What follows belongs to an exercise in optimizing a design on an open flow for small area, a short achievable clock period and few clock cycles; a production flow would make more cautious choices. Only simulation tests tie the RTL to the original design; equivalence was not proved. Power and IR drop assume default switching activity.

// cpu
module cpu(Clk, Reset_N, readM1, address1, data1, readM2, writeM2, address2, data2_in, data2_out, num_inst, output_port, is_halted);
Size in the first run: roughly 500 flip-flops, roughly 260 I/O pins.
Settings: LEC_CHECK=0, ABC_AREA=1, CAP_MARGIN=20, CORE_MARGIN=2, CORE_UTILIZATION=50, SETUP_SLACK_MARGIN=5, SLEW_MARGIN=20, SYNTH_MEMORY_MAX_BITS=16384; clock period 12.0 ns.
standard.sh (not shown) runs the stock make flow with config.mk's settings and CLKGATE_MAP_FILE= SYNTH_SCRIPT=/design/flow/synth_recipe.tcl, a recipe that flattens the netlist after the stock synthesis.
==> flow/flow/run.sh <==
#!/bin/bash
# The standard layout, with timing repair aimed at a shorter period than
# the clock constraint (the constraint itself is unchanged).
bash standard.sh SETUP_SLACK_MARGIN=7.9 finish > standard.log 2>&1
Testbench counts at the start, summed over its fixed seeds: cycles 9,944.
==> next run, changes <==
--- a/flow/flow/run.sh
+++ b/flow/flow/run.sh
@@ -4 +4 @@
-bash standard.sh SETUP_SLACK_MARGIN=7.9 finish > standard.log 2>&1
+bash standard.sh SETUP_SLACK_MARGIN=8.5 finish > standard.log 2>&1
--- a/flow/config.mk
+++ b/flow/config.mk
@@ -8 +8 @@
-export ABC_AREA = 1
+export ABC_CLOCK_PERIOD_IN_PS = 2000
@@ -11 +11 @@
-export CORE_UTILIZATION = 50
+export CORE_UTILIZATION = 40
Effect: Power went down by about 1.9%; global-route usage decreases by 8.7 points; routed wire length shrinks by about 7.5%; sequential power stays flat; register-to-register slack degrades by 140 ps; hold slack degrades by 12 ps; worst setup slack gets worse by 13 ps.
==> next run, changes <==
--- a/flow/flow/run.sh
+++ b/flow/flow/run.sh
@@ -4 +4 @@
-bash standard.sh SETUP_SLACK_MARGIN=8.5 finish > standard.log 2>&1
+bash standard.sh SETUP_SLACK_MARGIN=9.5 finish > standard.log 2>&1
--- a/flow/config.mk
+++ b/flow/config.mk
@@ -8 +8 @@
-export ABC_CLOCK_PERIOD_IN_PS = 2000
+export ABC_CLOCK_PERIOD_IN_PS = 3000
What happened: Routed wire length is higher by about 9%. Clock skew went down by 8.0 ps. Hold slack is better by 4.9 ps. Clock-buffer cell count rose by 12. Core utilization increases by 3.7 points. Sequential share of layout area went down by 1.9 points. Register-to-register slack degrades by 40 ps.
==> next run, changes <==
--- a/flow/flow/run.sh
+++ b/flow/flow/run.sh
@@ -4 +4 @@
-bash standard.sh SETUP_SLACK_MARGIN=9.5 finish > standard.log 2>&1
+bash standard.sh SETUP_SLACK_MARGIN=8.5 finish > standard.log 2>&1
--- a/flow/config.mk
+++ b/flow/config.mk
@@ -14,0 +15 @@
+export TNS_END_PERCENT = 10
The new run finished clean.
Setup slack gets worse by 49 ps.
Synthesized area stays the same.
Utilization came out lower by 4.4 points.
Routed wire length shrinks by roughly a tenth.
Global-route usage went down by 2.7 points.
==> next run, changes <==
--- a/flow/flow/run.sh
+++ b/flow/flow/run.sh
@@ -4 +4 @@
-bash standard.sh SETUP_SLACK_MARGIN=8.5 finish > standard.log 2>&1
+bash standard.sh SETUP_SLACK_MARGIN=7.6 finish > standard.log 2>&1
--- a/flow/config.mk
+++ b/flow/config.mk
@@ -15 +14,0 @@
-export TNS_END_PERCENT = 10
Outcome:
- routed wire length decreases by a few percent
- register-to-register slack got worse by 220 ps
- setup slack degrades by 230 ps
- via count shrinks by a few percent
- design area fell by a little under a tenth
- first-iteration DRC count grows by a few percent
- non-clock buffer count went down by 122
- hold slack gains 9.2 ps
- clock skew rose by 3.6 ps
- power shrinks by roughly a tenth
==> next run, changes <==
--- a/flow/flow/run.sh
+++ b/flow/flow/run.sh
@@ -4 +4 @@
-bash standard.sh SETUP_SLACK_MARGIN=7.6 finish > standard.log 2>&1
+bash standard.sh SETUP_SLACK_MARGIN=7.9 finish > standard.log 2>&1
--- a/flow/config.mk
+++ b/flow/config.mk
@@ -8 +8 @@
-export ABC_CLOCK_PERIOD_IN_PS = 3000
+export ABC_AREA = 1
After rerunning: Worst setup slack gets better by 370 ps; sequential cell count is unchanged; final cell count rose by a quarter to a third; total power rose by about a fifth; worst hold slack stays flat; utilization fell by 1.3 points; critical path depth drops by 8; global-route usage rose by 2.5 points; clock power came out higher by a few percent.

[what the ideal ports hide]
The results above use ideal ports. As a check the final layouts listed here were re-extracted and re-timed, cells and wires unchanged. Step 1: set_driving_cell puts a clkbuf_16 on Clk and a buf_2 on each other input, an assumption about the parent block. Step 2, shift: input delay + t, output delay - t, t = (earliest + latest rising clock arrival at the registers) / 2. This alone moves slack from input paths to output paths. Slacks: no drivers / after step 1 / after step 2; pairs: no drivers / after step 1.
run	t (ns)	setup slack, ns	latest minus earliest clock arrival (ns)
the first run	0.680	7.966 / 7.900 / 7.402	0.013 / 0.014
the second run	0.683	7.953 / 7.973 / 7.300	0.039 / 0.039
the third run	0.682	7.901 / 7.929 / 7.251	0.032 / 0.031
the fourth run	0.677	7.852 / 7.852 / 7.421	0.041 / 0.042
the fifth run	0.680	7.620 / 7.634 / 6.980	0.045 / 0.045
the sixth run	0.688	7.993 / 7.929 / 7.367	0.038 / 0.038
After both steps setup and hold are still met in every run listed. For the second run, which loses most, drivers alone change the setup slack by +0.020 ns; drivers and shift together by -0.653 ns.
